Context: an optimization exercise on an open-source flow, tuned for small area, a short achievable clock period and few clock cycles per item. The choices shown serve that exercise and are no tape-out recipe. Where RTL was checked, it was by simulation tests only, not by an equivalence proof against the original. For run 1, only the layout was checked, not whether the RTL still works. Power figures rest on the tool's default switching activity, not on a simulated workload.

==> flow/design.v, too long to show whole: its modules and the start of the top module <==
// module mul_core: 1461 lines
// module mul_fu: 96 lines
// module add_or_hold: 682 lines
// module fa_c: 4 lines
// module ha_c: 4 lines
// module oai22: 3 lines
// module xor2: 3 lines
// module xnor2: 3 lines
// module inv1: 3 lines
// module nand2c: 3 lines
// module nor2c: 3 lines
// module aoi21: 3 lines
// module oai21: 3 lines
// module gen_g: 3 lines
// module mux2c: 3 lines
// module mux2i: 3 lines
module mul_fu (
    input  logic        clk,
    input  logic        rst_n,
    input  logic        in_valid,
    input  logic [3:0]  in_ctrl,
    input  logic [31:0] in_a,
    input  logic [31:0] in_b,
    input  logic [6:0]  in_tag,
    output logic        in_ready,
    output logic        out_req,
    output logic [6:0]  out_tag,
    output logic [31:0] out_data,
    input  logic        out_grant
);
  // ...
==> flow/flow/run.sh <==
#!/bin/bash
# Standard ORFS layout (the standard.sh), with the port buffers made plain
# buffers (buf_2) instead of the delay buffer buffer_ports picks by default.
set -euo pipefail
bash standard.sh synth > synth.log 2>&1
bash standard.sh BUFFER_PORTS_ARGS="-buffer_cell sky130_fd_sc_hd__buf_2" finish > layout.log 2>&1
==> flow/standard.sh <==
#!/bin/bash
# synth_recipe.tcl (not shown) runs the flow's synth.tcl, then flattens the netlist and writes it again
# the make line also repeats each setting of config.mk as NAME=value (left out here)
make -C /OpenROAD-flow-scripts/flow DESIGN_CONFIG=/design/flow/config.mk WORK_HOME=/design/flow/orfs CLKGATE_MAP_FILE= SYNTH_SCRIPT=/design/flow/synth_recipe.tcl "${@:-finish}"
==> flow/config.mk <==
export PLATFORM = sky130hd
export DESIGN_NAME = mul_fu
export DESIGN_NICKNAME = mul_fu
export VERILOG_FILES = /design/flow/design.v
export SDC_FILE = /design/flow/constraint.sdc
export NUM_CORES = 4
export LEC_CHECK = 0
export ABC_CLOCK_PERIOD_IN_PS = 2500
export CAP_MARGIN = 30
export CORE_MARGIN = 2
export CORE_UTILIZATION = 60
export CTS_BUF_LIST = sky130_fd_sc_hd__clkbuf_4 sky130_fd_sc_hd__clkbuf_8
export SLEW_MARGIN = 50
export SYNTH_HIERARCHICAL = 1
export SYNTH_MINIMUM_KEEP_SIZE = 0
==> flow/constraint.sdc <==
create_clock -name core_clock -period 10.0 [get_ports {clk}]
set_input_delay 2.0000 -clock core_clock [delete_from_list [all_inputs] [get_ports {clk}]]
set_output_delay 2.0000 -clock core_clock [all_outputs]
set_load 0.01 [all_outputs]
==> impl_metrics.tcl, run 1 <==
set metrics [dict create \
    grt_pass1_wl_um 83920 \
    status "finished clean" \
    synth_edf_count 220 \
    muxShareOfSynthArea 0.02056 \
    cts_buffer_depth 3 \
    io_buffers 119 \
    most-common-layout-cells "324 x xor2_1, 256 x o22ai_1, 220 x edfxtp_1" \
    ys_types 34 \
    tap_cells 455 \
    arrival_ps 3900 \
    place_area_um2 21230 \
    cp.depth 6 \
    wl_met2_um 24400 \
    clk_pin_slew_ps 60 \
    rrSetupSlack_ps 6470 \
    setup_tns_ps 0 \
    placementRows 68 \
    cts_hold_buf 0 \
    cts_resized 0 \
    slowest_delay_ps 800 \
    ctsRootBufferMaster "clkbuf_8" \
    routed_wl_um 54000 \
    grt_use_total 0.3084 \
    cts_made_buffers 45 \
    utilization 0.6486 \
    clock_latency_ps 640 \
]
==> module mul_fu, before the edit <==
module mul_fu (
    input  logic        clk,
    input  logic        rst_n,
    input  logic        in_valid,
    input  logic [3:0]  in_ctrl,
    input  logic [31:0] in_a,
    input  logic [31:0] in_b,
    input  logic [6:0]  in_tag,
    output logic        in_ready,
    output logic        out_req,
    output logic [6:0]  out_tag,
    output logic [31:0] out_data,
    input  logic        out_grant
);
    localparam logic [3:0] ALU_MUL = 4'd1;
    localparam int MIDW = 87;
    logic              s1_v, s2_v, q0_v, q1_v;
    logic [31:0]       s1_an;
    logic [15:0]       s1_onen, s1_twon, s1_neg;
    logic [6:0]        s1_tag, s2_tag, q0_tag, q1_tag;
    logic [MIDW-1:0]   s2_mid;
    logic [31:0]       q0_data, q1_data;
    logic [3:0]        occ;     
    logic              rdy;
    logic [MIDW-1:0]   mid_d;
    logic [31:0]       row0, row1, q0_d;
    logic [6:0]        q0_tag_d;
    mul_core u_core (
        .an(s1_an), .onen(s1_onen), .twon(s1_twon), .neg(s1_neg), .mid_d(mid_d), .mid_q(s2_mid), .row0(row0), .row1(row1)
    );
    add_or_hold u_add (.x(row0), .y(row1), .hold(q1_v), .h(q1_data), .s(q0_d));
    assign q0_tag_d = q1_v ? q1_tag : s2_tag;
    logic [15:0] enc_one, enc_two, enc_neg;
    logic [32:0] bx;
    assign bx = {in_b, 1'b0};
    always_comb begin
        for (int k = 0; k < 16; k++) begin
            enc_one[k] = bx[2*k+1] ^ bx[2*k];
            enc_two[k] = (bx[2*k+2] & ~bx[2*k+1] & ~bx[2*k]) | (~bx[2*k+2] & bx[2*k+1] & bx[2*k]);
            enc_neg[k] = bx[2*k+2];
        end
    end
    logic acc, del, s2_move, s1_en, s2_en, q0_en;
    assign acc     = in_valid & rdy;
    assign del     = q0_v & out_grant;
    assign s2_move = s2_v & ~q1_v;            
    assign s2_en   = ~s2_v | s2_move;
    assign s1_en   = ~s1_v | s2_en;
    assign q0_en   = ~q0_v | del;
    logic [3:0] occ_next;
    always_comb begin
        occ_next = occ;
        if (acc & ~del) occ_next = {occ[2:0], 1'b1};
        if (del & ~acc) occ_next = {1'b0, occ[3:1]};
    end
    always_ff @(posedge clk) begin
        if (!rst_n) begin
            s1_v <= 1'b0;
            s2_v <= 1'b0;
            q0_v <= 1'b0;
            q1_v <= 1'b0;
            occ  <= 4'd0;
            rdy  <= 1'b1;
        end else begin
            if (s1_en) s1_v <= acc;
            if (s2_en) s2_v <= s1_v;
            if (q0_en) q0_v <= q1_v | s2_v;
            q1_v <= q1_v ? ~del : (s2_move & q0_v & ~del);
            occ  <= occ_next;
            rdy  <= ~occ_next[3];
        end
    end
    always_ff @(posedge clk) begin
        if (s1_en) begin
            s1_an   <= ~((in_ctrl == ALU_MUL) ? in_a : 32'd0);
            s1_onen <= ~enc_one;
            s1_twon <= ~enc_two;
            s1_neg  <= enc_neg;
            s1_tag <= in_tag;
        end
        if (s2_en) begin
            s2_mid <= mid_d;
            s2_tag <= s1_tag;
        end
        q1_data <= q0_d;
        q1_tag  <= q0_tag_d;
        if (q0_en) begin
            q0_data <= q0_d;
            q0_tag  <= q0_tag_d;
        end
    end
    assign in_ready = rdy;
    assign out_req  = q0_v;
    assign out_tag  = q0_tag;
    assign out_data = q0_data;
endmodule
==> run 2, diff against run 1 <==
--- a/flow/design.v
+++ b/flow/design.v
@@ -1,15 +1,15 @@
 module mul_core (
     input  logic [31:0] an,
     input  logic [15:0] onen,
     input  logic [15:0] twon,
     input  logic [15:0] neg,
-    output logic [87-1:0] mid_d,
-    input  logic [87-1:0] mid_q,
+    output logic [97-1:0] mid_d,
+    input  logic [97-1:0] mid_q,
     output logic [31:0] row0,
     output logic [31:0] row1
 );
     logic [31:0] sel0;
     logic [31:0] pp0;
     logic [29:0] sel1;
     logic [29:0] pp1;
     logic [27:0] sel2;
@@ -1090,197 +1090,189 @@
     fa_c u_fa22 (.x(pp2[6]), .y(pp3[4]), .z(pp4[2]), .s(s22), .c(c22));
     fa_c u_fa23 (.x(pp5[0]), .y(c17), .z(s21), .s(s23), .c(c23));
     ha_c u_ha24 (.x(s22), .y(c19), .s(s24), .c(c24));
     fa_c u_fa25 (.x(c18), .y(s23), .z(s24), .s(s25), .c(c25));
     fa_c u_fa26 (.x(pp0[11]), .y(pp1[9]), .z(pp2[7]), .s(s26), .c(c26));
     fa_c u_fa27 (.x(pp3[5]), .y(pp4[3]), .z(pp5[1]), .s(s27), .c(c27));
     fa_c u_fa28 (.x(c21), .y(c22), .z(s26), .s(s28), .c(c28));
     ha_c u_ha29 (.x(s27), .y(c23), .s(s29), .c(c29));
-    fa_c u_fa30 (.x(c24), .y(s28), .z(s29), .s(s30), .c(c30));
-    fa_c u_fa31 (.x(neg[6]), .y(pp0[12]), .z(pp1[10]), .s(s31), .c(c31));
-    fa_c u_fa32 (.x(pp2[8]), .y(pp3[6]), .z(pp4[4]), .s(s32), .c(c32));
-    fa_c u_fa33 (.x(pp5[2]), .y(pp6[0]), .z(c26), .s(s33), .c(c33));
-    fa_c u_fa34 (.x(c27), .y(s31), .z(s32), .s(s34), .c(c34));
-    ha_c u_ha35 (.x(c28), .y(s33), .s(s35), .c(c35));
-    fa_c u_fa36 (.x(s34), .y(c29), .z(s35), .s(s36), .c(c36));
-    fa_c u_fa37 (.x(pp0[13]), .y(pp1[11]), .z(pp2[9]), .s(s37), .c(c37));
-    fa_c u_fa38 (.x(pp3[7]), .y(pp4[5]), .z(pp5[3]), .s(s38), .c(c38));
-    fa_c u_fa39 (.x(pp6[1]), .y(c31), .z(c32), .s(s39), .c(c39));
-    fa_c u_fa40 (.x(s37), .y(s38), .z(c33), .s(s40), .c(c40));
-    ha_c u_ha41 (.x(c34), .y(s39), .s(s41), .c(c41));
-    fa_c u_fa42 (.x(c35), .y(s41), .z(s40), .s(s42), .c(c42));
-    fa_c u_fa43 (.x(neg[7]), .y(pp0[14]), .z(pp1[12]), .s(s43), .c(c43));
-    fa_c u_fa44 (.x(pp2[10]), .y(pp3[8]), .z(pp4[6]), .s(s44), .c(c44));
-    fa_c u_fa45 (.x(pp5[4]), .y(pp6[2]), .z(pp7[0]), .s(s45), .c(c45));
-    fa_c u_fa46 (.x(c37), .y(c38), .z(s43), .s(s46), .c(c46));
-    fa_c u_fa47 (.x(s44), .y(s45), .z(c39), .s(s47), .c(c47));
-    ha_c u_ha48 (.x(s46), .y(c41), .s(s48), .c(c48));
-    fa_c u_fa49 (.x(pp0[15]), .y(pp1[13]), .z(pp2[11]), .s(s49), .c(c49));
-    fa_c u_fa50 (.x(pp3[9]), .y(pp4[7]), .z(pp5[5]), .s(s50), .c(c50));
-    fa_c u_fa51 (.x(pp6[3]), .y(pp7[1]), .z(c43), .s(s51), .c(c51));
-    fa_c u_fa52 (.x(c44), .y(c45), .z(s49), .s(s52), .c(c52));
-    fa_c u_fa53 (.x(s50), .y(c46), .z(s51), .s(s53), .c(c53));
-    fa_c u_fa54 (.x(s52), .y(c47), .z(c48), .s(s54), .c(c54));
-    fa_c u_fa55 (.x(neg[8]), .y(pp0[16]), .z(pp1[14]), .s(s55), .c(c55));
-    fa_c u_fa56 (.x(pp2[12]), .y(pp3[10]), .z(pp4[8]), .s(s56), .c(c56));
-    fa_c u_fa57 (.x(pp5[6]), .y(pp6[4]), .z(pp7[2]), .s(s57), .c(c57));
-    fa_c u_fa58 (.x(pp8[0]), .y(c49), .z(c50), .s(s58), .c(c58));
-    fa_c u_fa59 (.x(s55), .y(s56), .z(s57), .s(s59), .c(c59));
-    fa_c u_fa60 (.x(c51), .y(c52), .z(s58), .s(s60), .c(c60));
-    fa_c u_fa61 (.x(s59), .y(c53), .z(s60), .s(s61), .c(c61));
-    fa_c u_fa62 (.x(pp0[17]), .y(pp1[15]), .z(pp2[13]), .s(s62), .c(c62));
-    fa_c u_fa63 (.x(pp3[11]), .y(pp4[9]), .z(pp5[7]), .s(s63), .c(c63));
-    fa_c u_fa64 (.x(pp6[5]), .y(pp7[3]), .z(pp8[1]), .s(s64), .c(c64));
-    fa_c u_fa65 (.x(c55), .y(c56), .z(c57), .s(s65), .c(c65));
-    fa_c u_fa66 (.x(s62), .y(s63), .z(s64), .s(s66), .c(c66));
-    fa_c u_fa67 (.x(c58), .y(c59), .z(s65), .s(s67), .c(c67));
-    fa_c u_fa68 (.x(s66), .y(c60), .z(s67), .s(s68), .c(c68));
-    fa_c u_fa69 (.x(neg[9]), .y(pp0[18]), .z(pp1[16]), .s(s69), .c(c69));
-    fa_c u_fa70 (.x(pp2[14]), .y(pp3[12]), .z(pp4[10]), .s(s70), .c(c70));
-    fa_c u_fa71 (.x(pp5[8]), .y(pp6[6]), .z(pp7[4]), .s(s71), .c(c71));
-    fa_c u_fa72 (.x(pp8[2]), .y(pp9[0]), .z(c62), .s(s72), .c(c72));
-    fa_c u_fa73 (.x(c63), .y(c64), .z(s69), .s(s73), .c(c73));
-    fa_c u_fa74 (.x(s70), .y(s71), .z(c65), .s(s74), .c(c74));
-    fa_c u_fa75 (.x(c66), .y(s72), .z(s73), .s(s75), .c(c75));
-    fa_c u_fa76 (.x(c67), .y(s74), .z(s75), .s(s76), .c(c76));
-    fa_c u_fa77 (.x(pp0[19]), .y(pp1[17]), .z(pp2[15]), .s(s77), .c(c77));
-    fa_c u_fa78 (.x(pp3[13]), .y(pp4[11]), .z(pp5[9]), .s(s78), .c(c78));
-    fa_c u_fa79 (.x(pp6[7]), .y(pp7[5]), .z(pp8[3]), .s(s79), .c(c79));
-    fa_c u_fa80 (.x(pp9[1]), .y(c69), .z(c70), .s(s80), .c(c80));
-    fa_c u_fa81 (.x(c71), .y(s77), .z(s78), .s(s81), .c(c81));
-    fa_c u_fa82 (.x(s79), .y(c72), .z(c73), .s(s82), .c(c82));
-    fa_c u_fa83 (.x(s80), .y(s81), .z(c74), .s(s83), .c(c83));
-    fa_c u_fa84 (.x(neg[10]), .y(pp0[20]), .z(pp1[18]), .s(s84), .c(c84));
-    fa_c u_fa85 (.x(pp2[16]), .y(pp3[14]), .z(pp4[12]), .s(s85), .c(c85));
-    fa_c u_fa86 (.x(pp5[10]), .y(pp6[8]), .z(pp7[6]), .s(s86), .c(c86));
-    fa_c u_fa87 (.x(pp8[4]), .y(pp9[2]), .z(pp10[0]), .s(s87), .c(c87));
-    fa_c u_fa88 (.x(c77), .y(c78), .z(c79), .s(s88), .c(c88));
-    fa_c u_fa89 (.x(s84), .y(s85), .z(s86), .s(s89), .c(c89));
-    fa_c u_fa90 (.x(s87), .y(c80), .z(c81), .s(s90), .c(c90));
-    ha_c u_ha91 (.x(s88), .y(s89), .s(s91), .c(c91));
-    fa_c u_fa92 (.x(s91), .y(c82), .z(s90), .s(s92), .c(c92));
-    fa_c u_fa93 (.x(pp0[21]), .y(pp1[19]), .z(pp2[17]), .s(s93), .c(c93));
-    fa_c u_fa94 (.x(pp3[15]), .y(pp4[13]), .z(pp5[11]), .s(s94), .c(c94));
-    fa_c u_fa95 (.x(pp6[9]), .y(pp7[7]), .z(pp8[5]), .s(s95), .c(c95));
-    fa_c u_fa96 (.x(pp9[3]), .y(pp10[1]), .z(c84), .s(s96), .c(c96));
-    fa_c u_fa97 (.x(c85), .y(c86), .z(c87), .s(s97), .c(c97));
-    fa_c u_fa98 (.x(s93), .y(s94), .z(s95), .s(s98), .c(c98));
-    fa_c u_fa99 (.x(c88), .y(c89), .z(s96), .s(s99), .c(c99));
-    fa_c u_fa100 (.x(s97), .y(s98), .z(c91), .s(s100), .c(c100));
-    fa_c u_fa101 (.x(neg[11]), .y(pp0[22]), .z(pp1[20]), .s(s101), .c(c101));
-    fa_c u_fa102 (.x(pp2[18]), .y(pp3[16]), .z(pp4[14]), .s(s102), .c(c102));
-    fa_c u_fa103 (.x(pp5[12]), .y(pp6[10]), .z(pp7[8]), .s(s103), .c(c103));
-    fa_c u_fa104 (.x(pp8[6]), .y(pp9[4]), .z(pp10[2]), .s(s104), .c(c104));
-    fa_c u_fa105 (.x(pp11[0]), .y(c93), .z(c94), .s(s105), .c(c105));
-    fa_c u_fa106 (.x(c95), .y(s101), .z(s102), .s(s106), .c(c106));
-    fa_c u_fa107 (.x(s103), .y(s104), .z(c96), .s(s107), .c(c107));
-    fa_c u_fa108 (.x(c97), .y(c98), .z(s105), .s(s108), .c(c108));
-    ha_c u_ha109 (.x(s106), .y(c99), .s(s109), .c(c109));
-    fa_c u_fa110 (.x(pp0[23]), .y(pp1[21]), .z(pp2[19]), .s(s110), .c(c110));
-    fa_c u_fa111 (.x(pp3[17]), .y(pp4[15]), .z(pp5[13]), .s(s111), .c(c111));
-    fa_c u_fa112 (.x(pp6[11]), .y(pp7[9]), .z(pp8[7]), .s(s112), .c(c112));
-    fa_c u_fa113 (.x(pp9[5]), .y(pp10[3]), .z(pp11[1]), .s(s113), .c(c113));
-    fa_c u_fa114 (.x(c101), .y(c102), .z(c103), .s(s114), .c(c114));
-    fa_c u_fa115 (.x(c104), .y(s110), .z(s111), .s(s115), .c(c115));
-    fa_c u_fa116 (.x(s112), .y(s113), .z(c105), .s(s116), .c(c116));
-    fa_c u_fa117 (.x(c106), .y(s114), .z(s115), .s(s117), .c(c117));
-    ha_c u_ha118 (.x(c107), .y(c108), .s(s118), .c(c118));
-    fa_c u_fa119 (.x(neg[12]), .y(pp0[24]), .z(pp1[22]), .s(s119), .c(c119));
-    fa_c u_fa120 (.x(pp2[20]), .y(pp3[18]), .z(pp4[16]), .s(s120), .c(c120));
-    fa_c u_fa121 (.x(pp5[14]), .y(pp6[12]), .z(pp7[10]), .s(s121), .c(c121));
-    fa_c u_fa122 (.x(pp8[8]), .y(pp9[6]), .z(pp10[4]), .s(s122), .c(c122));
-    fa_c u_fa123 (.x(pp11[2]), .y(pp12[0]), .z(c110), .s(s123), .c(c123));
-    fa_c u_fa124 (.x(c111), .y(c112), .z(c113), .s(s124), .c(c124));
-    fa_c u_fa125 (.x(s119), .y(s120), .z(s121), .s(s125), .c(c125));
-    fa_c u_fa126 (.x(s122), .y(c114), .z(c115), .s(s126), .c(c126));
-    fa_c u_fa127 (.x(s123), .y(s124), .z(s125), .s(s127), .c(c127));
-    ha_c u_ha128 (.x(c116), .y(c117), .s(s128), .c(c128));
-    fa_c u_fa129 (.x(pp0[25]), .y(pp1[23]), .z(pp2[21]), .s(s129), .c(c129));
-    fa_c u_fa130 (.x(pp3[19]), .y(pp4[17]), .z(pp5[15]), .s(s130), .c(c130));
-    fa_c u_fa131 (.x(pp6[13]), .y(pp7[11]), .z(pp8[9]), .s(s131), .c(c131));
-    fa_c u_fa132 (.x(pp9[7]), .y(pp10[5]), .z(pp11[3]), .s(s132), .c(c132));
-    fa_c u_fa133 (.x(pp12[1]), .y(c119), .z(c120), .s(s133), .c(c133));
-    fa_c u_fa134 (.x(c121), .y(c122), .z(s129), .s(s134), .c(c134));
-    fa_c u_fa135 (.x(s130), .y(s131), .z(s132), .s(s135), .c(c135));
-    fa_c u_fa136 (.x(c123), .y(c124), .z(c125), .s(s136), .c(c136));
-    fa_c u_fa137 (.x(s133), .y(s134), .z(s135), .s(s137), .c(c137));
-    ha_c u_ha138 (.x(c126), .y(c127), .s(s138), .c(c138));
-    fa_c u_fa139 (.x(neg[13]), .y(pp0[26]), .z(pp1[24]), .s(s139), .c(c139));
-    fa_c u_fa140 (.x(pp2[22]), .y(pp3[20]), .z(pp4[18]), .s(s140), .c(c140));
-    fa_c u_fa141 (.x(pp5[16]), .y(pp6[14]), .z(pp7[12]), .s(s141), .c(c141));
-    fa_c u_fa142 (.x(pp8[10]), .y(pp9[8]), .z(pp10[6]), .s(s142), .c(c142));
-    fa_c u_fa143 (.x(pp11[4]), .y(pp12[2]), .z(pp13[0]), .s(s143), .c(c143));
-    fa_c u_fa144 (.x(c129), .y(c130), .z(c131), .s(s144), .c(c144));
-    fa_c u_fa145 (.x(c132), .y(s139), .z(s140), .s(s145), .c(c145));
-    fa_c u_fa146 (.x(s141), .y(s142), .z(s143), .s(s146), .c(c146));
-    fa_c u_fa147 (.x(c133), .y(c134), .z(c135), .s(s147), .c(c147));
-    fa_c u_fa148 (.x(s144), .y(s145), .z(s146), .s(s148), .c(c148));
-    ha_c u_ha149 (.x(c136), .y(c137), .s(s149), .c(c149));
-    fa_c u_fa150 (.x(pp0[27]), .y(pp1[25]), .z(pp2[23]), .s(s150), .c(c150));
-    fa_c u_fa151 (.x(pp3[21]), .y(pp4[19]), .z(pp5[17]), .s(s151), .c(c151));
-    fa_c u_fa152 (.x(pp6[15]), .y(pp7[13]), .z(pp8[11]), .s(s152), .c(c152));
-    fa_c u_fa153 (.x(pp9[9]), .y(pp10[7]), .z(pp11[5]), .s(s153), .c(c153));
-    fa_c u_fa154 (.x(pp12[3]), .y(pp13[1]), .z(c139), .s(s154), .c(c154));
-    fa_c u_fa155 (.x(c140), .y(c141), .z(c142), .s(s155), .c(c155));
-    fa_c u_fa156 (.x(c143), .y(s150), .z(s151), .s(s156), .c(c156));
-    fa_c u_fa157 (.x(s152), .y(s153), .z(c144), .s(s157), .c(c157));
-    fa_c u_fa158 (.x(c145), .y(c146), .z(s154), .s(s158), .c(c158));
-    fa_c u_fa159 (.x(s155), .y(s156), .z(c147), .s(s159), .c(c159));
-    ha_c u_ha160 (.x(s157), .y(c148), .s(s160), .c(c160));
-    fa_c u_fa161 (.x(neg[14]), .y(pp0[28]), .z(pp1[26]), .s(s161), .c(c161));
-    fa_c u_fa162 (.x(pp2[24]), .y(pp3[22]), .z(pp4[20]), .s(s162), .c(c162));
-    fa_c u_fa163 (.x(pp5[18]), .y(pp6[16]), .z(pp7[14]), .s(s163), .c(c163));
-    fa_c u_fa164 (.x(pp8[12]), .y(pp9[10]), .z(pp10[8]), .s(s164), .c(c164));
-    fa_c u_fa165 (.x(pp11[6]), .y(pp12[4]), .z(pp13[2]), .s(s165), .c(c165));
-    fa_c u_fa166 (.x(pp14[0]), .y(c150), .z(c151), .s(s166), .c(c166));
-    fa_c u_fa167 (.x(c152), .y(c153), .z(s161), .s(s167), .c(c167));
-    fa_c u_fa168 (.x(s162), .y(s163), .z(s164), .s(s168), .c(c168));
-    fa_c u_fa169 (.x(s165), .y(c154), .z(c155), .s(s169), .c(c169));
-    fa_c u_fa170 (.x(c156), .y(s166), .z(s167), .s(s170), .c(c170));
-    fa_c u_fa171 (.x(s168), .y(c157), .z(c158), .s(s171), .c(c171));
-    ha_c u_ha172 (.x(s169), .y(s170), .s(s172), .c(c172));
-    fa_c u_fa173 (.x(pp0[29]), .y(pp1[27]), .z(pp2[25]), .s(s173), .c(c173));
-    fa_c u_fa174 (.x(pp3[23]), .y(pp4[21]), .z(pp5[19]), .s(s174), .c(c174));
-    fa_c u_fa175 (.x(pp6[17]), .y(pp7[15]), .z(pp8[13]), .s(s175), .c(c175));
-    fa_c u_fa176 (.x(pp9[11]), .y(pp10[9]), .z(pp11[7]), .s(s176), .c(c176));
-    fa_c u_fa177 (.x(pp12[5]), .y(pp13[3]), .z(pp14[1]), .s(s177), .c(c177));
-    fa_c u_fa178 (.x(c161), .y(c162), .z(c163), .s(s178), .c(c178));
-    fa_c u_fa179 (.x(c164), .y(c165), .z(s173), .s(s179), .c(c179));
-    fa_c u_fa180 (.x(s174), .y(s175), .z(s176), .s(s180), .c(c180));
-    fa_c u_fa181 (.x(s177), .y(c166), .z(c167), .s(s181), .c(c181));
-    fa_c u_fa182 (.x(c168), .y(s178), .z(s179), .s(s182), .c(c182));
-    fa_c u_fa183 (.x(s180), .y(c169), .z(c170), .s(s183), .c(c183));
-    ha_c u_ha184 (.x(s181), .y(s182), .s(s184), .c(c184));
-    fa_c u_fa185 (.x(neg[15]), .y(pp0[30]), .z(pp1[28]), .s(s185), .c(c185));
-    fa_c u_fa186 (.x(pp2[26]), .y(pp3[24]), .z(pp4[22]), .s(s186), .c(c186));
-    fa_c u_fa187 (.x(pp5[20]), .y(pp6[18]), .z(pp7[16]), .s(s187), .c(c187));
-    fa_c u_fa188 (.x(pp8[14]), .y(pp9[12]), .z(pp10[10]), .s(s188), .c(c188));
-    fa_c u_fa189 (.x(pp11[8]), .y(pp12[6]), .z(pp13[4]), .s(s189), .c(c189));
-    fa_c u_fa190 (.x(pp14[2]), .y(pp15[0]), .z(c173), .s(s190), .c(c190));
-    fa_c u_fa191 (.x(c174), .y(c175), .z(c176), .s(s191), .c(c191));
-    fa_c u_fa192 (.x(c177), .y(s185), .z(s186), .s(s192), .c(c192));
-    fa_c u_fa193 (.x(s187), .y(s188), .z(s189), .s(s193), .c(c193));
-    fa_c u_fa194 (.x(c178), .y(c179), .z(c180), .s(s194), .c(c194));
-    fa_c u_fa195 (.x(s190), .y(s191), .z(s192), .s(s195), .c(c195));
-    fa_c u_fa196 (.x(s193), .y(c181), .z(c182), .s(s196), .c(c196));
-    ha_c u_ha197 (.x(s194), .y(s195), .s(s197), .c(c197));
-    fa_c u_fa198 (.x(pp0[31]), .y(pp1[29]), .z(pp2[27]), .s(s198), .c(c198));
-    fa_c u_fa199 (.x(pp3[25]), .y(pp4[23]), .z(pp5[21]), .s(s199), .c(c199));
-    fa_c u_fa200 (.x(pp6[19]), .y(pp7[17]), .z(pp8[15]), .s(s200), .c(c200));
-    fa_c u_fa201 (.x(pp9[13]), .y(pp10[11]), .z(pp11[9]), .s(s201), .c(c201));
-    fa_c u_fa202 (.x(pp12[7]), .y(pp13[5]), .z(pp14[3]), .s(s202), .c(c202));
-    fa_c u_fa203 (.x(pp15[1]), .y(c185), .z(c186), .s(s203), .c(c203));
-    fa_c u_fa204 (.x(c187), .y(c188), .z(c189), .s(s204), .c(c204));
-    fa_c u_fa205 (.x(s198), .y(s199), .z(s200), .s(s205), .c(c205));
-    fa_c u_fa206 (.x(s201), .y(s202), .z(c190), .s(s206), .c(c206));
-    fa_c u_fa207 (.x(c191), .y(c192), .z(c193), .s(s207), .c(c207));
-    fa_c u_fa208 (.x(s203), .y(s204), .z(s205), .s(s208), .c(c208));
-    fa_c u_fa209 (.x(c194), .y(s206), .z(c195), .s(s209), .c(c209));
-    ha_c u_ha210 (.x(s207), .y(s208), .s(s210), .c(c210));
+    fa_c u_fa30 (.x(neg[6]), .y(pp0[12]), .z(pp1[10]), .s(s30), .c(c30));
+    fa_c u_fa31 (.x(pp2[8]), .y(pp3[6]), .z(pp4[4]), .s(s31), .c(c31));
+    fa_c u_fa32 (.x(pp5[2]), .y(pp6[0]), .z(c26), .s(s32), .c(c32));
+    fa_c u_fa33 (.x(c27), .y(s30), .z(s31), .s(s33), .c(c33));
+    fa_c u_fa34 (.x(c28), .y(s32), .z(s33), .s(s34), .c(c34));
+    fa_c u_fa35 (.x(pp0[13]), .y(pp1[11]), .z(pp2[9]), .s(s35), .c(c35));
+    fa_c u_fa36 (.x(pp3[7]), .y(pp4[5]), .z(pp5[3]), .s(s36), .c(c36));
+    fa_c u_fa37 (.x(pp6[1]), .y(c30), .z(c31), .s(s37), .c(c37));
+    fa_c u_fa38 (.x(s35), .y(s36), .z(c32), .s(s38), .c(c38));
+    fa_c u_fa39 (.x(neg[7]), .y(pp0[14]), .z(pp1[12]), .s(s39), .c(c39));
+    fa_c u_fa40 (.x(pp2[10]), .y(pp3[8]), .z(pp4[6]), .s(s40), .c(c40));
+    fa_c u_fa41 (.x(pp5[4]), .y(pp6[2]), .z(pp7[0]), .s(s41), .c(c41));
+    fa_c u_fa42 (.x(c35), .y(c36), .z(s39), .s(s42), .c(c42));
+    ha_c u_ha43 (.x(s40), .y(s41), .s(s43), .c(c43));
+    fa_c u_fa44 (.x(s43), .y(c37), .z(s42), .s(s44), .c(c44));
+    fa_c u_fa45 (.x(pp0[15]), .y(pp1[13]), .z(pp2[11]), .s(s45), .c(c45));
+    fa_c u_fa46 (.x(pp3[9]), .y(pp4[7]), .z(pp5[5]), .s(s46), .c(c46));
+    fa_c u_fa47 (.x(pp6[3]), .y(pp7[1]), .z(c39), .s(s47), .c(c47));
+    fa_c u_fa48 (.x(c40), .y(c41), .z(s45), .s(s48), .c(c48));
+    fa_c u_fa49 (.x(s46), .y(c43), .z(c42), .s(s49), .c(c49));
+    fa_c u_fa50 (.x(neg[8]), .y(pp0[16]), .z(pp1[14]), .s(s50), .c(c50));
+    fa_c u_fa51 (.x(pp2[12]), .y(pp3[10]), .z(pp4[8]), .s(s51), .c(c51));
+    fa_c u_fa52 (.x(pp5[6]), .y(pp6[4]), .z(pp7[2]), .s(s52), .c(c52));
+    fa_c u_fa53 (.x(pp8[0]), .y(c45), .z(c46), .s(s53), .c(c53));
+    fa_c u_fa54 (.x(s50), .y(s51), .z(s52), .s(s54), .c(c54));
+    ha_c u_ha55 (.x(c47), .y(c48), .s(s55), .c(c55));
+    fa_c u_fa56 (.x(pp0[17]), .y(pp1[15]), .z(pp2[13]), .s(s56), .c(c56));
+    fa_c u_fa57 (.x(pp3[11]), .y(pp4[9]), .z(pp5[7]), .s(s57), .c(c57));
+    fa_c u_fa58 (.x(pp6[5]), .y(pp7[3]), .z(pp8[1]), .s(s58), .c(c58));
+    fa_c u_fa59 (.x(c50), .y(c51), .z(c52), .s(s59), .c(c59));
+    fa_c u_fa60 (.x(s56), .y(s57), .z(s58), .s(s60), .c(c60));
+    ha_c u_ha61 (.x(c53), .y(c54), .s(s61), .c(c61));
+    fa_c u_fa62 (.x(s59), .y(s60), .z(c55), .s(s62), .c(c62));
+    fa_c u_fa63 (.x(neg[9]), .y(pp0[18]), .z(pp1[16]), .s(s63), .c(c63));
+    fa_c u_fa64 (.x(pp2[14]), .y(pp3[12]), .z(pp4[10]), .s(s64), .c(c64));
+    fa_c u_fa65 (.x(pp5[8]), .y(pp6[6]), .z(pp7[4]), .s(s65), .c(c65));
+    fa_c u_fa66 (.x(pp8[2]), .y(pp9[0]), .z(c56), .s(s66), .c(c66));
+    fa_c u_fa67 (.x(c57), .y(c58), .z(s63), .s(s67), .c(c67));
+    fa_c u_fa68 (.x(s64), .y(s65), .z(c59), .s(s68), .c(c68));
+    fa_c u_fa69 (.x(c60), .y(s66), .z(s67), .s(s69), .c(c69));
+    fa_c u_fa70 (.x(pp0[19]), .y(pp1[17]), .z(pp2[15]), .s(s70), .c(c70));
+    fa_c u_fa71 (.x(pp3[13]), .y(pp4[11]), .z(pp5[9]), .s(s71), .c(c71));
+    fa_c u_fa72 (.x(pp6[7]), .y(pp7[5]), .z(pp8[3]), .s(s72), .c(c72));
+    fa_c u_fa73 (.x(pp9[1]), .y(c63), .z(c64), .s(s73), .c(c73));
+    fa_c u_fa74 (.x(c65), .y(s70), .z(s71), .s(s74), .c(c74));
+    fa_c u_fa75 (.x(s72), .y(c66), .z(c67), .s(s75), .c(c75));
+    ha_c u_ha76 (.x(s73), .y(s74), .s(s76), .c(c76));
+    fa_c u_fa77 (.x(neg[10]), .y(pp0[20]), .z(pp1[18]), .s(s77), .c(c77));
+    fa_c u_fa78 (.x(pp2[16]), .y(pp3[14]), .z(pp4[12]), .s(s78), .c(c78));
+    fa_c u_fa79 (.x(pp5[10]), .y(pp6[8]), .z(pp7[6]), .s(s79), .c(c79));
+    fa_c u_fa80 (.x(pp8[4]), .y(pp9[2]), .z(pp10[0]), .s(s80), .c(c80));
+    fa_c u_fa81 (.x(c70), .y(c71), .z(c72), .s(s81), .c(c81));
+    fa_c u_fa82 (.x(s77), .y(s78), .z(s79), .s(s82), .c(c82));
+    fa_c u_fa83 (.x(s80), .y(c73), .z(c74), .s(s83), .c(c83));
+    ha_c u_ha84 (.x(s81), .y(s82), .s(s84), .c(c84));
+    fa_c u_fa85 (.x(pp0[21]), .y(pp1[19]), .z(pp2[17]), .s(s85), .c(c85));
+    fa_c u_fa86 (.x(pp3[15]), .y(pp4[13]), .z(pp5[11]), .s(s86), .c(c86));
+    fa_c u_fa87 (.x(pp6[9]), .y(pp7[7]), .z(pp8[5]), .s(s87), .c(c87));
+    fa_c u_fa88 (.x(pp9[3]), .y(pp10[1]), .z(c77), .s(s88), .c(c88));
+    fa_c u_fa89 (.x(c78), .y(c79), .z(c80), .s(s89), .c(c89));
+    fa_c u_fa90 (.x(s85), .y(s86), .z(s87), .s(s90), .c(c90));
+    fa_c u_fa91 (.x(c81), .y(c82), .z(s88), .s(s91), .c(c91));
+    ha_c u_ha92 (.x(s89), .y(s90), .s(s92), .c(c92));
+    fa_c u_fa93 (.x(neg[11]), .y(pp0[22]), .z(pp1[20]), .s(s93), .c(c93));
+    fa_c u_fa94 (.x(pp2[18]), .y(pp3[16]), .z(pp4[14]), .s(s94), .c(c94));
+    fa_c u_fa95 (.x(pp5[12]), .y(pp6[10]), .z(pp7[8]), .s(s95), .c(c95));
+    fa_c u_fa96 (.x(pp8[6]), .y(pp9[4]), .z(pp10[2]), .s(s96), .c(c96));
+    fa_c u_fa97 (.x(pp11[0]), .y(c85), .z(c86), .s(s97), .c(c97));
+    fa_c u_fa98 (.x(c87), .y(s93), .z(s94), .s(s98), .c(c98));
+    fa_c u_fa99 (.x(s95), .y(s96), .z(c88), .s(s99), .c(c99));
+    fa_c u_fa100 (.x(c89), .y(c90), .z(s97), .s(s100), .c(c100));
+    ha_c u_ha101 (.x(s98), .y(c92), .s(s101), .c(c101));
+    fa_c u_fa102 (.x(pp0[23]), .y(pp1[21]), .z(pp2[19]), .s(s102), .c(c102));
+    fa_c u_fa103 (.x(pp3[17]), .y(pp4[15]), .z(pp5[13]), .s(s103), .c(c103));
+    fa_c u_fa104 (.x(pp6[11]), .y(pp7[9]), .z(pp8[7]), .s(s104), .c(c104));
+    fa_c u_fa105 (.x(pp9[5]), .y(pp10[3]), .z(pp11[1]), .s(s105), .c(c105));
+    fa_c u_fa106 (.x(c93), .y(c94), .z(c95), .s(s106), .c(c106));
+    fa_c u_fa107 (.x(c96), .y(s102), .z(s103), .s(s107), .c(c107));
+    fa_c u_fa108 (.x(s104), .y(s105), .z(c97), .s(s108), .c(c108));
+    fa_c u_fa109 (.x(c98), .y(s106), .z(s107), .s(s109), .c(c109));
+    ha_c u_ha110 (.x(c99), .y(c100), .s(s110), .c(c110));
+    fa_c u_fa111 (.x(neg[12]), .y(pp0[24]), .z(pp1[22]), .s(s111), .c(c111));
+    fa_c u_fa112 (.x(pp2[20]), .y(pp3[18]), .z(pp4[16]), .s(s112), .c(c112));
+    fa_c u_fa113 (.x(pp5[14]), .y(pp6[12]), .z(pp7[10]), .s(s113), .c(c113));
+    fa_c u_fa114 (.x(pp8[8]), .y(pp9[6]), .z(pp10[4]), .s(s114), .c(c114));
+    fa_c u_fa115 (.x(pp11[2]), .y(pp12[0]), .z(c102), .s(s115), .c(c115));
+    fa_c u_fa116 (.x(c103), .y(c104), .z(c105), .s(s116), .c(c116));
+    fa_c u_fa117 (.x(s111), .y(s112), .z(s113), .s(s117), .c(c117));
+    fa_c u_fa118 (.x(s114), .y(c106), .z(c107), .s(s118), .c(c118));
+    fa_c u_fa119 (.x(s115), .y(s116), .z(s117), .s(s119), .c(c119));
+    ha_c u_ha120 (.x(c108), .y(c109), .s(s120), .c(c120));
+    fa_c u_fa121 (.x(pp0[25]), .y(pp1[23]), .z(pp2[21]), .s(s121), .c(c121));
+    fa_c u_fa122 (.x(pp3[19]), .y(pp4[17]), .z(pp5[15]), .s(s122), .c(c122));
+    fa_c u_fa123 (.x(pp6[13]), .y(pp7[11]), .z(pp8[9]), .s(s123), .c(c123));
+    fa_c u_fa124 (.x(pp9[7]), .y(pp10[5]), .z(pp11[3]), .s(s124), .c(c124));
+    fa_c u_fa125 (.x(pp12[1]), .y(c111), .z(c112), .s(s125), .c(c125));
+    fa_c u_fa126 (.x(c113), .y(c114), .z(s121), .s(s126), .c(c126));
+    fa_c u_fa127 (.x(s122), .y(s123), .z(s124), .s(s127), .c(c127));
+    fa_c u_fa128 (.x(c115), .y(c116), .z(c117), .s(s128), .c(c128));
+    fa_c u_fa129 (.x(s125), .y(s126), .z(s127), .s(s129), .c(c129));
+    ha_c u_ha130 (.x(c118), .y(c119), .s(s130), .c(c130));
+    fa_c u_fa131 (.x(neg[13]), .y(pp0[26]), .z(pp1[24]), .s(s131), .c(c131));
+    fa_c u_fa132 (.x(pp2[22]), .y(pp3[20]), .z(pp4[18]), .s(s132), .c(c132));
+    fa_c u_fa133 (.x(pp5[16]), .y(pp6[14]), .z(pp7[12]), .s(s133), .c(c133));
+    fa_c u_fa134 (.x(pp8[10]), .y(pp9[8]), .z(pp10[6]), .s(s134), .c(c134));
+    fa_c u_fa135 (.x(pp11[4]), .y(pp12[2]), .z(pp13[0]), .s(s135), .c(c135));
+    fa_c u_fa136 (.x(c121), .y(c122), .z(c123), .s(s136), .c(c136));
+    fa_c u_fa137 (.x(c124), .y(s131), .z(s132), .s(s137), .c(c137));
+    fa_c u_fa138 (.x(s133), .y(s134), .z(s135), .s(s138), .c(c138));
+    fa_c u_fa139 (.x(c125), .y(c126), .z(c127), .s(s139), .c(c139));
+    fa_c u_fa140 (.x(s136), .y(s137), .z(s138), .s(s140), .c(c140));
+    ha_c u_ha141 (.x(c128), .y(c129), .s(s141), .c(c141));
+    fa_c u_fa142 (.x(pp0[27]), .y(pp1[25]), .z(pp2[23]), .s(s142), .c(c142));
+    fa_c u_fa143 (.x(pp3[21]), .y(pp4[19]), .z(pp5[17]), .s(s143), .c(c143));
+    fa_c u_fa144 (.x(pp6[15]), .y(pp7[13]), .z(pp8[11]), .s(s144), .c(c144));
+    fa_c u_fa145 (.x(pp9[9]), .y(pp10[7]), .z(pp11[5]), .s(s145), .c(c145));
+    fa_c u_fa146 (.x(pp12[3]), .y(pp13[1]), .z(c131), .s(s146), .c(c146));
+    fa_c u_fa147 (.x(c132), .y(c133), .z(c134), .s(s147), .c(c147));
+    fa_c u_fa148 (.x(c135), .y(s142), .z(s143), .s(s148), .c(c148));
+    fa_c u_fa149 (.x(s144), .y(s145), .z(c136), .s(s149), .c(c149));
+    fa_c u_fa150 (.x(c137), .y(c138), .z(s146), .s(s150), .c(c150));
+    fa_c u_fa151 (.x(s147), .y(s148), .z(c139), .s(s151), .c(c151));
+    ha_c u_ha152 (.x(s149), .y(c140), .s(s152), .c(c152));
+    fa_c u_fa153 (.x(neg[14]), .y(pp0[28]), .z(pp1[26]), .s(s153), .c(c153));
+    fa_c u_fa154 (.x(pp2[24]), .y(pp3[22]), .z(pp4[20]), .s(s154), .c(c154));
+    fa_c u_fa155 (.x(pp5[18]), .y(pp6[16]), .z(pp7[14]), .s(s155), .c(c155));
+    fa_c u_fa156 (.x(pp8[12]), .y(pp9[10]), .z(pp10[8]), .s(s156), .c(c156));
+    fa_c u_fa157 (.x(pp11[6]), .y(pp12[4]), .z(pp13[2]), .s(s157), .c(c157));
+    fa_c u_fa158 (.x(pp14[0]), .y(c142), .z(c143), .s(s158), .c(c158));
+    fa_c u_fa159 (.x(c144), .y(c145), .z(s153), .s(s159), .c(c159));
+    fa_c u_fa160 (.x(s154), .y(s155), .z(s156), .s(s160), .c(c160));
+    fa_c u_fa161 (.x(s157), .y(c146), .z(c147), .s(s161), .c(c161));
+    fa_c u_fa162 (.x(c148), .y(s158), .z(s159), .s(s162), .c(c162));
+    fa_c u_fa163 (.x(s160), .y(c149), .z(c150), .s(s163), .c(c163));
+    ha_c u_ha164 (.x(s161), .y(s162), .s(s164), .c(c164));
+    fa_c u_fa165 (.x(pp0[29]), .y(pp1[27]), .z(pp2[25]), .s(s165), .c(c165));
+    fa_c u_fa166 (.x(pp3[23]), .y(pp4[21]), .z(pp5[19]), .s(s166), .c(c166));
+    fa_c u_fa167 (.x(pp6[17]), .y(pp7[15]), .z(pp8[13]), .s(s167), .c(c167));
+    fa_c u_fa168 (.x(pp9[11]), .y(pp10[9]), .z(pp11[7]), .s(s168), .c(c168));
+    fa_c u_fa169 (.x(pp12[5]), .y(pp13[3]), .z(pp14[1]), .s(s169), .c(c169));
+    fa_c u_fa170 (.x(c153), .y(c154), .z(c155), .s(s170), .c(c170));
+    fa_c u_fa171 (.x(c156), .y(c157), .z(s165), .s(s171), .c(c171));
+    fa_c u_fa172 (.x(s166), .y(s167), .z(s168), .s(s172), .c(c172));
+    fa_c u_fa173 (.x(s169), .y(c158), .z(c159), .s(s173), .c(c173));
+    fa_c u_fa174 (.x(c160), .y(s170), .z(s171), .s(s174), .c(c174));
+    fa_c u_fa175 (.x(s172), .y(c161), .z(c162), .s(s175), .c(c175));
+    ha_c u_ha176 (.x(s173), .y(s174), .s(s176), .c(c176));
+    fa_c u_fa177 (.x(neg[15]), .y(pp0[30]), .z(pp1[28]), .s(s177), .c(c177));
+    fa_c u_fa178 (.x(pp2[26]), .y(pp3[24]), .z(pp4[22]), .s(s178), .c(c178));
+    fa_c u_fa179 (.x(pp5[20]), .y(pp6[18]), .z(pp7[16]), .s(s179), .c(c179));
+    fa_c u_fa180 (.x(pp8[14]), .y(pp9[12]), .z(pp10[10]), .s(s180), .c(c180));
+    fa_c u_fa181 (.x(pp11[8]), .y(pp12[6]), .z(pp13[4]), .s(s181), .c(c181));
+    fa_c u_fa182 (.x(pp14[2]), .y(pp15[0]), .z(c165), .s(s182), .c(c182));
+    fa_c u_fa183 (.x(c166), .y(c167), .z(c168), .s(s183), .c(c183));
+    fa_c u_fa184 (.x(c169), .y(s177), .z(s178), .s(s184), .c(c184));
+    fa_c u_fa185 (.x(s179), .y(s180), .z(s181), .s(s185), .c(c185));
+    fa_c u_fa186 (.x(c170), .y(c171), .z(c172), .s(s186), .c(c186));
+    fa_c u_fa187 (.x(s182), .y(s183), .z(s184), .s(s187), .c(c187));
+    fa_c u_fa188 (.x(s185), .y(c173), .z(c174), .s(s188), .c(c188));
+    ha_c u_ha189 (.x(s186), .y(s187), .s(s189), .c(c189));
+    fa_c u_fa190 (.x(pp0[31]), .y(pp1[29]), .z(pp2[27]), .s(s190), .c(c190));
+    fa_c u_fa191 (.x(pp3[25]), .y(pp4[23]), .z(pp5[21]), .s(s191), .c(c191));
+    fa_c u_fa192 (.x(pp6[19]), .y(pp7[17]), .z(pp8[15]), .s(s192), .c(c192));
+    fa_c u_fa193 (.x(pp9[13]), .y(pp10[11]), .z(pp11[9]), .s(s193), .c(c193));
+    fa_c u_fa194 (.x(pp12[7]), .y(pp13[5]), .z(pp14[3]), .s(s194), .c(c194));
+    fa_c u_fa195 (.x(pp15[1]), .y(c177), .z(c178), .s(s195), .c(c195));
+    fa_c u_fa196 (.x(c179), .y(c180), .z(c181), .s(s196), .c(c196));
+    fa_c u_fa197 (.x(s190), .y(s191), .z(s192), .s(s197), .c(c197));
+    fa_c u_fa198 (.x(s193), .y(s194), .z(c182), .s(s198), .c(c198));
+    fa_c u_fa199 (.x(c183), .y(c184), .z(c185), .s(s199), .c(c199));
+    fa_c u_fa200 (.x(s195), .y(s196), .z(s197), .s(s200), .c(c200));
+    fa_c u_fa201 (.x(c186), .y(s198), .z(c187), .s(s201), .c(c201));
+    ha_c u_ha202 (.x(s199), .y(s200), .s(s202), .c(c202));
     assign mid_d[0] = neg[0];
     assign mid_d[1] = pp0[0];
     assign mid_d[2] = pp0[1];
     assign mid_d[3] = s1;
     assign mid_d[4] = s2;
     assign mid_d[5] = s4;
     assign mid_d[6] = c2;
     assign mid_d[7] = c4;
@@ -1290,115 +1282,133 @@
     assign mid_d[11] = c9;
     assign mid_d[12] = s12;
     assign mid_d[13] = c12;
     assign mid_d[14] = s16;
     assign mid_d[15] = c16;
     assign mid_d[16] = s20;
     assign mid_d[17] = c20;
     assign mid_d[18] = s25;
-    assign mid_d[19] = c25;
-    assign mid_d[20] = s30;
-    assign mid_d[21] = c30;
-    assign mid_d[22] = s36;
-    assign mid_d[23] = c36;
-    assign mid_d[24] = s42;
-    assign mid_d[25] = c40;
-    assign mid_d[26] = s47;
-    assign mid_d[27] = s48;
-    assign mid_d[28] = c42;
-    assign mid_d[29] = s53;
-    assign mid_d[30] = s54;
-    assign mid_d[31] = c54;
-    assign mid_d[32] = s61;
-    assign mid_d[33] = c61;
-    assign mid_d[34] = s68;
-    assign mid_d[35] = c68;
-    assign mid_d[36] = s76;
-    assign mid_d[37] = c75;
-    assign mid_d[38] = s82;
-    assign mid_d[39] = s83;
-    assign mid_d[40] = c76;
-    assign mid_d[41] = c83;
-    assign mid_d[42] = s92;
-    assign mid_d[43] = c90;
-    assign mid_d[44] = s99;
-    assign mid_d[45] = s100;
-    assign mid_d[46] = c92;
-    assign mid_d[47] = s107;
-    assign mid_d[48] = s108;
-    assign mid_d[49] = c100;
-    assign mid_d[50] = s109;
-    assign mid_d[51] = s116;
-    assign mid_d[52] = s117;
-    assign mid_d[53] = c109;
-    assign mid_d[54] = s118;
-    assign mid_d[55] = s126;
-    assign mid_d[56] = s127;
-    assign mid_d[57] = c118;
-    assign mid_d[58] = s128;
-    assign mid_d[59] = s136;
-    assign mid_d[60] = s137;
-    assign mid_d[61] = c128;
-    assign mid_d[62] = s138;
-    assign mid_d[63] = s147;
-    assign mid_d[64] = s148;
-    assign mid_d[65] = c138;
-    assign mid_d[66] = s149;
-    assign mid_d[67] = s158;
-    assign mid_d[68] = c149;
-    assign mid_d[69] = s160;
-    assign mid_d[70] = s159;
-    assign mid_d[71] = c160;
-    assign mid_d[72] = s172;
-    assign mid_d[73] = c159;
-    assign mid_d[74] = s171;
-    assign mid_d[75] = c172;
-    assign mid_d[76] = s184;
-    assign mid_d[77] = c171;
-    assign mid_d[78] = s183;
-    assign mid_d[79] = c184;
-    assign mid_d[80] = s197;
-    assign mid_d[81] = c183;
-    assign mid_d[82] = s196;
-    assign mid_d[83] = c197;
-    assign mid_d[84] = s210;
-    assign mid_d[85] = c196;
-    assign mid_d[86] = s209;
-    ha_c u_ha211 (.x(mid_q[25]), .y(mid_q[26]), .s(s211), .c(c211));
-    ha_c u_ha212 (.x(mid_q[37]), .y(mid_q[38]), .s(s212), .c(c212));
-    ha_c u_ha213 (.x(mid_q[43]), .y(mid_q[44]), .s(s213), .c(c213));
-    fa_c u_fa214 (.x(mid_q[47]), .y(mid_q[48]), .z(mid_q[49]), .s(s214), .c(c214));
-    fa_c u_fa215 (.x(mid_q[51]), .y(mid_q[52]), .z(mid_q[53]), .s(s215), .c(c215));
-    fa_c u_fa216 (.x(mid_q[55]), .y(mid_q[56]), .z(mid_q[57]), .s(s216), .c(c216));
-    fa_c u_fa217 (.x(mid_q[59]), .y(mid_q[60]), .z(mid_q[61]), .s(s217), .c(c217));
-    fa_c u_fa218 (.x(mid_q[63]), .y(mid_q[64]), .z(mid_q[65]), .s(s218), .c(c218));
-    fa_c u_fa219 (.x(mid_q[67]), .y(mid_q[68]), .z(mid_q[69]), .s(s219), .c(c219));
-    fa_c u_fa220 (.x(mid_q[71]), .y(mid_q[72]), .z(mid_q[73]), .s(s220), .c(c220));
-    fa_c u_fa221 (.x(mid_q[75]), .y(mid_q[76]), .z(mid_q[77]), .s(s221), .c(c221));
-    fa_c u_fa222 (.x(mid_q[79]), .y(mid_q[80]), .z(mid_q[81]), .s(s222), .c(c222));
-    fa_c u_fa223 (.x(mid_q[83]), .y(mid_q[84]), .z(mid_q[85]), .s(s223), .c(c223));
-    ha_c u_ha224 (.x(mid_q[27]), .y(mid_q[28]), .s(s224), .c(c224));
-    fa_c u_fa225 (.x(c211), .y(mid_q[29]), .z(mid_q[30]), .s(s225), .c(c225));
-    ha_c u_ha226 (.x(mid_q[31]), .y(mid_q[32]), .s(s226), .c(c226));
-    ha_c u_ha227 (.x(mid_q[33]), .y(mid_q[34]), .s(s227), .c(c227));
-    ha_c u_ha228 (.x(mid_q[35]), .y(mid_q[36]), .s(s228), .c(c228));
-    fa_c u_fa229 (.x(mid_q[39]), .y(mid_q[40]), .z(s212), .s(s229), .c(c229));
-    fa_c u_fa230 (.x(c212), .y(mid_q[41]), .z(mid_q[42]), .s(s230), .c(c230));
-    fa_c u_fa231 (.x(mid_q[45]), .y(mid_q[46]), .z(s213), .s(s231), .c(c231));
-    fa_c u_fa232 (.x(c213), .y(mid_q[50]), .z(s214), .s(s232), .c(c232));
-    fa_c u_fa233 (.x(c214), .y(mid_q[54]), .z(s215), .s(s233), .c(c233));
-    fa_c u_fa234 (.x(c215), .y(mid_q[58]), .z(s216), .s(s234), .c(c234));
-    fa_c u_fa235 (.x(c216), .y(mid_q[62]), .z(s217), .s(s235), .c(c235));
-    fa_c u_fa236 (.x(c217), .y(mid_q[66]), .z(s218), .s(s236), .c(c236));
-    fa_c u_fa237 (.x(c218), .y(mid_q[70]), .z(s219), .s(s237), .c(c237));
-    fa_c u_fa238 (.x(c219), .y(mid_q[74]), .z(s220), .s(s238), .c(c238));
-    fa_c u_fa239 (.x(c220), .y(mid_q[78]), .z(s221), .s(s239), .c(c239));
-    fa_c u_fa240 (.x(c221), .y(mid_q[82]), .z(s222), .s(s240), .c(c240));
-    fa_c u_fa241 (.x(c222), .y(mid_q[86]), .z(s223), .s(s241), .c(c241));
+    assign mid_d[19] = c24;
+    assign mid_d[20] = s28;
+    assign mid_d[21] = s29;
+    assign mid_d[22] = c25;
+    assign mid_d[23] = c29;
+    assign mid_d[24] = s34;
+    assign mid_d[25] = c33;
+    assign mid_d[26] = s37;
+    assign mid_d[27] = s38;
+    assign mid_d[28] = c34;
+    assign mid_d[29] = c38;
+    assign mid_d[30] = s44;
+    assign mid_d[31] = s47;
+    assign mid_d[32] = s48;
+    assign mid_d[33] = c44;
+    assign mid_d[34] = s49;
+    assign mid_d[35] = s53;
+    assign mid_d[36] = s54;
+    assign mid_d[37] = s55;
+    assign mid_d[38] = c49;
+    assign mid_d[39] = s61;
+    assign mid_d[40] = s62;
+    assign mid_d[41] = c61;
+    assign mid_d[42] = s68;
+    assign mid_d[43] = s69;
+    assign mid_d[44] = c62;
+    assign mid_d[45] = s76;
+    assign mid_d[46] = c68;
+    assign mid_d[47] = c69;
+    assign mid_d[48] = s75;
+    assign mid_d[49] = c76;
+    assign mid_d[50] = s84;
+    assign mid_d[51] = c75;
+    assign mid_d[52] = s83;
+    assign mid_d[53] = c84;
+    assign mid_d[54] = s92;
+    assign mid_d[55] = c83;
+    assign mid_d[56] = s91;
+    assign mid_d[57] = c91;
+    assign mid_d[58] = s99;
+    assign mid_d[59] = s100;
+    assign mid_d[60] = s101;
+    assign mid_d[61] = s108;
+    assign mid_d[62] = c101;
+    assign mid_d[63] = s109;
+    assign mid_d[64] = s110;
+    assign mid_d[65] = s118;
+    assign mid_d[66] = s119;
+    assign mid_d[67] = c110;
+    assign mid_d[68] = s120;
+    assign mid_d[69] = s128;
+    assign mid_d[70] = s129;
+    assign mid_d[71] = c120;
+    assign mid_d[72] = s130;
+    assign mid_d[73] = s139;
+    assign mid_d[74] = s140;
+    assign mid_d[75] = c130;
+    assign mid_d[76] = s141;
+    assign mid_d[77] = s150;
+    assign mid_d[78] = c141;
+    assign mid_d[79] = s152;
+    assign mid_d[80] = s151;
+    assign mid_d[81] = c152;
+    assign mid_d[82] = s164;
+    assign mid_d[83] = c151;
+    assign mid_d[84] = s163;
+    assign mid_d[85] = c164;
+    assign mid_d[86] = s176;
+    assign mid_d[87] = c163;
+    assign mid_d[88] = s175;
+    assign mid_d[89] = c176;
+    assign mid_d[90] = s189;
+    assign mid_d[91] = c175;
+    assign mid_d[92] = s188;
+    assign mid_d[93] = c189;
+    assign mid_d[94] = s202;
+    assign mid_d[95] = c188;
+    assign mid_d[96] = s201;
+    ha_c u_ha203 (.x(mid_q[19]), .y(mid_q[20]), .s(s203), .c(c203));
+    ha_c u_ha204 (.x(mid_q[25]), .y(mid_q[26]), .s(s204), .c(c204));
+    ha_c u_ha205 (.x(mid_q[31]), .y(mid_q[32]), .s(s205), .c(c205));
+    fa_c u_fa206 (.x(mid_q[35]), .y(mid_q[36]), .z(mid_q[37]), .s(s206), .c(c206));
+    ha_c u_ha207 (.x(mid_q[41]), .y(mid_q[42]), .s(s207), .c(c207));
+    fa_c u_fa208 (.x(mid_q[45]), .y(mid_q[46]), .z(mid_q[47]), .s(s208), .c(c208));
+    fa_c u_fa209 (.x(mid_q[49]), .y(mid_q[50]), .z(mid_q[51]), .s(s209), .c(c209));
+    fa_c u_fa210 (.x(mid_q[53]), .y(mid_q[54]), .z(mid_q[55]), .s(s210), .c(c210));
+    fa_c u_fa211 (.x(mid_q[57]), .y(mid_q[58]), .z(mid_q[59]), .s(s211), .c(c211));
+    fa_c u_fa212 (.x(mid_q[61]), .y(mid_q[62]), .z(mid_q[63]), .s(s212), .c(c212));
+    fa_c u_fa213 (.x(mid_q[65]), .y(mid_q[66]), .z(mid_q[67]), .s(s213), .c(c213));
+    fa_c u_fa214 (.x(mid_q[69]), .y(mid_q[70]), .z(mid_q[71]), .s(s214), .c(c214));
+    fa_c u_fa215 (.x(mid_q[73]), .y(mid_q[74]), .z(mid_q[75]), .s(s215), .c(c215));
+    fa_c u_fa216 (.x(mid_q[77]), .y(mid_q[78]), .z(mid_q[79]), .s(s216), .c(c216));
+    fa_c u_fa217 (.x(mid_q[81]), .y(mid_q[82]), .z(mid_q[83]), .s(s217), .c(c217));
+    fa_c u_fa218 (.x(mid_q[85]), .y(mid_q[86]), .z(mid_q[87]), .s(s218), .c(c218));
+    fa_c u_fa219 (.x(mid_q[89]), .y(mid_q[90]), .z(mid_q[91]), .s(s219), .c(c219));
+    fa_c u_fa220 (.x(mid_q[93]), .y(mid_q[94]), .z(mid_q[95]), .s(s220), .c(c220));
+    ha_c u_ha221 (.x(mid_q[21]), .y(mid_q[22]), .s(s221), .c(c221));
+    fa_c u_fa222 (.x(c203), .y(mid_q[23]), .z(mid_q[24]), .s(s222), .c(c222));
+    fa_c u_fa223 (.x(mid_q[27]), .y(mid_q[28]), .z(s204), .s(s223), .c(c223));
+    fa_c u_fa224 (.x(c204), .y(mid_q[29]), .z(mid_q[30]), .s(s224), .c(c224));
+    fa_c u_fa225 (.x(mid_q[33]), .y(mid_q[34]), .z(s205), .s(s225), .c(c225));
+    fa_c u_fa226 (.x(c205), .y(mid_q[38]), .z(s206), .s(s226), .c(c226));
+    fa_c u_fa227 (.x(c206), .y(mid_q[39]), .z(mid_q[40]), .s(s227), .c(c227));
+    fa_c u_fa228 (.x(mid_q[43]), .y(mid_q[44]), .z(s207), .s(s228), .c(c228));
+    fa_c u_fa229 (.x(c207), .y(mid_q[48]), .z(s208), .s(s229), .c(c229));
+    fa_c u_fa230 (.x(c208), .y(mid_q[52]), .z(s209), .s(s230), .c(c230));
+    fa_c u_fa231 (.x(c209), .y(mid_q[56]), .z(s210), .s(s231), .c(c231));
+    fa_c u_fa232 (.x(c210), .y(mid_q[60]), .z(s211), .s(s232), .c(c232));
+    fa_c u_fa233 (.x(c211), .y(mid_q[64]), .z(s212), .s(s233), .c(c233));
+    fa_c u_fa234 (.x(c212), .y(mid_q[68]), .z(s213), .s(s234), .c(c234));
+    fa_c u_fa235 (.x(c213), .y(mid_q[72]), .z(s214), .s(s235), .c(c235));
+    fa_c u_fa236 (.x(c214), .y(mid_q[76]), .z(s215), .s(s236), .c(c236));
+    fa_c u_fa237 (.x(c215), .y(mid_q[80]), .z(s216), .s(s237), .c(c237));
+    fa_c u_fa238 (.x(c216), .y(mid_q[84]), .z(s217), .s(s238), .c(c238));
+    fa_c u_fa239 (.x(c217), .y(mid_q[88]), .z(s218), .s(s239), .c(c239));
+    fa_c u_fa240 (.x(c218), .y(mid_q[92]), .z(s219), .s(s240), .c(c240));
+    fa_c u_fa241 (.x(c219), .y(mid_q[96]), .z(s220), .s(s241), .c(c241));
     assign row0[0] = mid_q[0];
     assign row1[0] = mid_q[1];
     assign row0[1] = mid_q[2];
     assign row1[1] = 1'b0;
     assign row0[2] = mid_q[3];
     assign row1[2] = 1'b0;
     assign row0[3] = mid_q[4];
     assign row1[3] = 1'b0;
@@ -1411,23 +1421,23 @@
     assign row0[7] = mid_q[11];
     assign row1[7] = mid_q[12];
     assign row0[8] = mid_q[13];
     assign row1[8] = mid_q[14];
     assign row0[9] = mid_q[15];
     assign row1[9] = mid_q[16];
     assign row0[10] = mid_q[17];
     assign row1[10] = mid_q[18];
-    assign row0[11] = mid_q[19];
-    assign row1[11] = mid_q[20];
-    assign row0[12] = mid_q[21];
-    assign row1[12] = mid_q[22];
-    assign row0[13] = mid_q[23];
-    assign row1[13] = mid_q[24];
-    assign row0[14] = s211;
+    assign row0[11] = s203;
+    assign row1[11] = s221;
+    assign row0[12] = c221;
+    assign row1[12] = s222;
+    assign row0[13] = c222;
+    assign row1[13] = s223;
+    assign row0[14] = c223;
     assign row1[14] = s224;
     assign row0[15] = c224;
     assign row1[15] = s225;
     assign row0[16] = c225;
     assign row1[16] = s226;
     assign row0[17] = c226;
     assign row1[17] = s227;
     assign row0[18] = c227;
@@ -1469,17 +1479,17 @@
     input  logic [6:0]  in_tag,
     output logic        in_ready,
     output logic        out_req,
     output logic [6:0]  out_tag,
     output logic [31:0] out_data,
     input  logic        out_grant
 );
     localparam logic [3:0] ALU_MUL = 4'd1;
-    localparam int MIDW = 87;
+    localparam int MIDW = 97;
     logic              s1_v, s2_v, q0_v, q1_v;
     logic [31:0]       s1_an;
     logic [15:0]       s1_onen, s1_twon, s1_neg;
     logic [6:0]        s1_tag, s2_tag, q0_tag, q1_tag;
     logic [MIDW-1:0]   s2_mid;
     logic [31:0]       q0_data, q1_data;
     logic [3:0]        occ;     
     logic              rdy;
--- a/flow/config.mk
+++ b/flow/config.mk
@@ -5,11 +5,13 @@
 export SDC_FILE = /design/flow/constraint.sdc
 export NUM_CORES = 4
 export LEC_CHECK = 0
 export ABC_CLOCK_PERIOD_IN_PS = 2500
 export CAP_MARGIN = 30
 export CORE_MARGIN = 2
 export CORE_UTILIZATION = 60
 export CTS_BUF_LIST = sky130_fd_sc_hd__clkbuf_4 sky130_fd_sc_hd__clkbuf_8
+export CTS_CLUSTER_DIAMETER = 50
+export CTS_CLUSTER_SIZE = 16
 export SLEW_MARGIN = 50
 export SYNTH_HIERARCHICAL = 1
 export SYNTH_MINIMUM_KEEP_SIZE = 0
==> run 2 against run 1 <==
  * Still clean
  * Maximum frequency grew 0.75%
  * Flip-flop and latch count is 10 higher
  * Sequential power increased by 3%
  * Synthesized cell count is 1.2% higher
  * Clock skew rose by 9.2 ps
  * Count of clock-buffer cells in the layout down 31
  * Critical path type unchanged
==> impl_metrics.tcl, run 2 <==
set metrics [dict create \
    hold_end "s2_tag[3]$_DFFE_PP_" \
    post_cts_buffers 0 \
    peakVddDrop_mv 0.3282 \
    setup_viol 0 \
    max_slew.worst_pin.slew_ps 713.9 \
    cp-startpoint "s1_an[10]$_DFFE_PP_" \
    synth_edf_count 230 \
    min_path_type "reg2reg" \
    crit_type "reg2reg" \
    diodes 0 \
    arrival_ps 3830 \
    grt-ovfl-total 0 \
    slowest_delay_ps 620 \
    wl_per_cell_um 23.70 \
    critPathBufInv 1 \
    routed_wl_um 53160 \
    die-area_um2 36630 \
    skew_ps 30.24 \
    layout.nets 2085 \
    synth_most_common_cell "xor2_1" \
    max_freq_mhz 285.1 \
    startpoint_type "flip-flop" \
    placementRows 68 \
    slew_viol_final 0 \
    worst-path-max-fanout 12 \
    p_per_area_nw_per_um2 339.1 \
    yosys_warnings 7 \
    grt_pass1_vias 14660 \
    cpMostUsedCell "fa_1" \
    area_growth_pct 5.452 \
    syn_inst 1718 \
    crit_chain "buf_4 > o22ai_1 > xor2_1 > fa_1 > fa_1 > fa_1 > fa_1" \
    synth_top_cells_by_area "edfxtp_1 33%, fa_1 20%, xor2_1 13%" \
    cap_violations 0 \
    p_total_w 0.007532 \
    start_util 0.6099 \
    io_buffers 119 \
    most-common-layout-cells "324 x xor2_1, 256 x o22ai_1, 230 x edfxtp_1" \
    drtPass1Iterations 6 \
    gp_congestion 0.9117 \
    largest_register_ffs 97 \
    ys_types 34 \
    critical-path-slowest-cell "edfxtp_1" \
    cts_resized 0 \
    fin_crit_sh 0.3507 \
    clock_latency_ps 610 \
    drcViolationCount 0 \
    drt_iter0_markers 1407 \
    cts_made_buffers 34 \
    io_pins 120 \
    clk_pin_slew_ps 100 \
    cts.htree.levels 2 \
    die_w_um 191.4 \
    hp-start "s1_tag[3]$_DFFE_PP_" \
    syn_area_um2 21070 \
    final_common_cell "xor2_1" \
    cts_hold_buf 0 \
    cts_buffer_depth 3 \
    status "finished clean" \
    ctsRootBufferMaster "clkbuf_8" \
    grt_use_total 0.2996 \
    rrSetupSlack_ps 6490 \
    cp-end-kind "flip-flop" \
    grt_pass1_wl_um 82860 \
    cts_sinks 278 \
    setup_tns_ps 0 \
    finalCriticalPeriod_ps 3507 \
    ant_nets 0 \
    required_ps 10330 \
    worstHoldPathCells 0 \
    rr_worst_depth 7 \
]
-- run 2: cell count changes after synthesis --
cell      before  now
edfxtp_1     220  230
buf_4        151  161
-- run 2: worst max path at each step --
stage	to	slack (ps)	cells after the start
after floorplan	s1_an[0]$_DFFE_PP_	4880	2
after global placement	s2_mid[80]$_DFFE_PP_	6470	6
after detailed placement	s1_an[20]$_DFFE_PP_	6480	4
after CTS	s2_mid[84]$_DFFE_PP_	6540	7
after global routing	s2_mid[84]$_DFFE_PP_	6410	7
final	s2_mid[84]$_DFFE_PP_	6490	7
-- run 2: layout make-up --
cell class	count	area [µm²]	share of cell area
Multi-Input combinational cell	1260	11900	0.5358
Sequential cell	278	7871	0.3543
Timing Repair Buffer	173	1037	0.04669
Tap cell	455	569.3	0.02563
Clock buffer	37	503.0	0.02264
Clock inverter	25	274.0	0.01233
Inverter	15	56.30	0.002534
-- run 2: through the flow --
step | hold slack [ps] | utilization | setup slack (ps) | std cells | area (µm²)
finish | 427.5 | 0.6431 | 6493 | 2243 | 22220
global route | 430.2 | 0.6431 | 6411 | 2243 | 22220
CTS | 427.8 | 0.6420 | 6537 | 2238 | 22180
detailed placement | 406.3 | 0.6195 | 6476 | 2176 | 21400
global placement | 401.4 | 0.6155 | 6467 | 2163 | 21260
floorplan | 400.3 | - | 4877 | 1720 | 21070
-- run 2: worst reg2reg max path, delay by kind of cell, from the launching register on --
family          cells  cell delay [ps]
buf+inv             1              300
fa+ha+maj           4             1890
xor+xnor            1              210
compound gates      1              210
flops               1              620
-- run 2: kinds of logic after synthesis --
family,Yosys count,share of synthesized area
AO/OA/AOI/OAI,404,0.1245
XOR/XNOR,350,0.1455
flip-flops,278,0.3735
adder cells (fa/ha/maj),244,0.2205
AND/OR/NAND/NOR,218,0.05256
buffers and inverters,182,0.06313
multiplexers,41,0.02019
other,1,0.0001780
-- run 2: power by group --
part | leakage, nW | total [W] | internal (W) | switching [W]
Combinational | 5.55 | 0.00457 | 0.00166 | 0.00291
Sequential | 2.76 | 0.00206 | 0.00190 | 0.000165
Clock | 0.395 | 0.000899 | 0.000404 | 0.000495
Total | 8.70 | 0.00753 | 0.00396 | 0.00357
-- run 2: per-layer routing --
layer	global-route usage	vias to the layer above	part of all wire
met2	0.4660	837	0.45
met1	0.4020	6986	0.42
met5	0	-	0
met4	0.1355	0	0.039
met3	0.06958	174	0.091
li1	-	6145	-
-- run 2: Yosys stat by module (local to each module, per instance), excerpt --
module    cells  area, µm²
oai22         1      6.256
mux2c         1      15.01
mul_core    180       1306
ha_c          1      12.51
xnor2         1      8.758
fa_c          1      20.02
gen_g         1      8.758
Testbench counts of run 2, summed over its fixed seeds: cycles 2,374, items 2,048.

## static timing again, ports no longer ideal
In the flow no input, the clock included, has a driving cell. The finished layouts below were timed again as built, in two steps. Step 1 assumes that a clkbuf_16 drives the clock port and a buf_2 every other input. Step 2 adds t to the input delays and takes it off the output delays; t is the mean of the earliest and latest rising clock arrival at the registers after step 1. Input paths then give back, and output paths get back, about the clock's delay inside the block. Three values: no drivers, after step 1, after step 2; two values: the first two.
run	shift t [ns]	setup WS [ns]	cell pins on the clock port's net
run 1	0.678	6.467 / 6.467 / 6.467	1
run 2	0.649	6.493 / 6.493 / 6.493	1
After both steps every run listed still meets setup and hold.
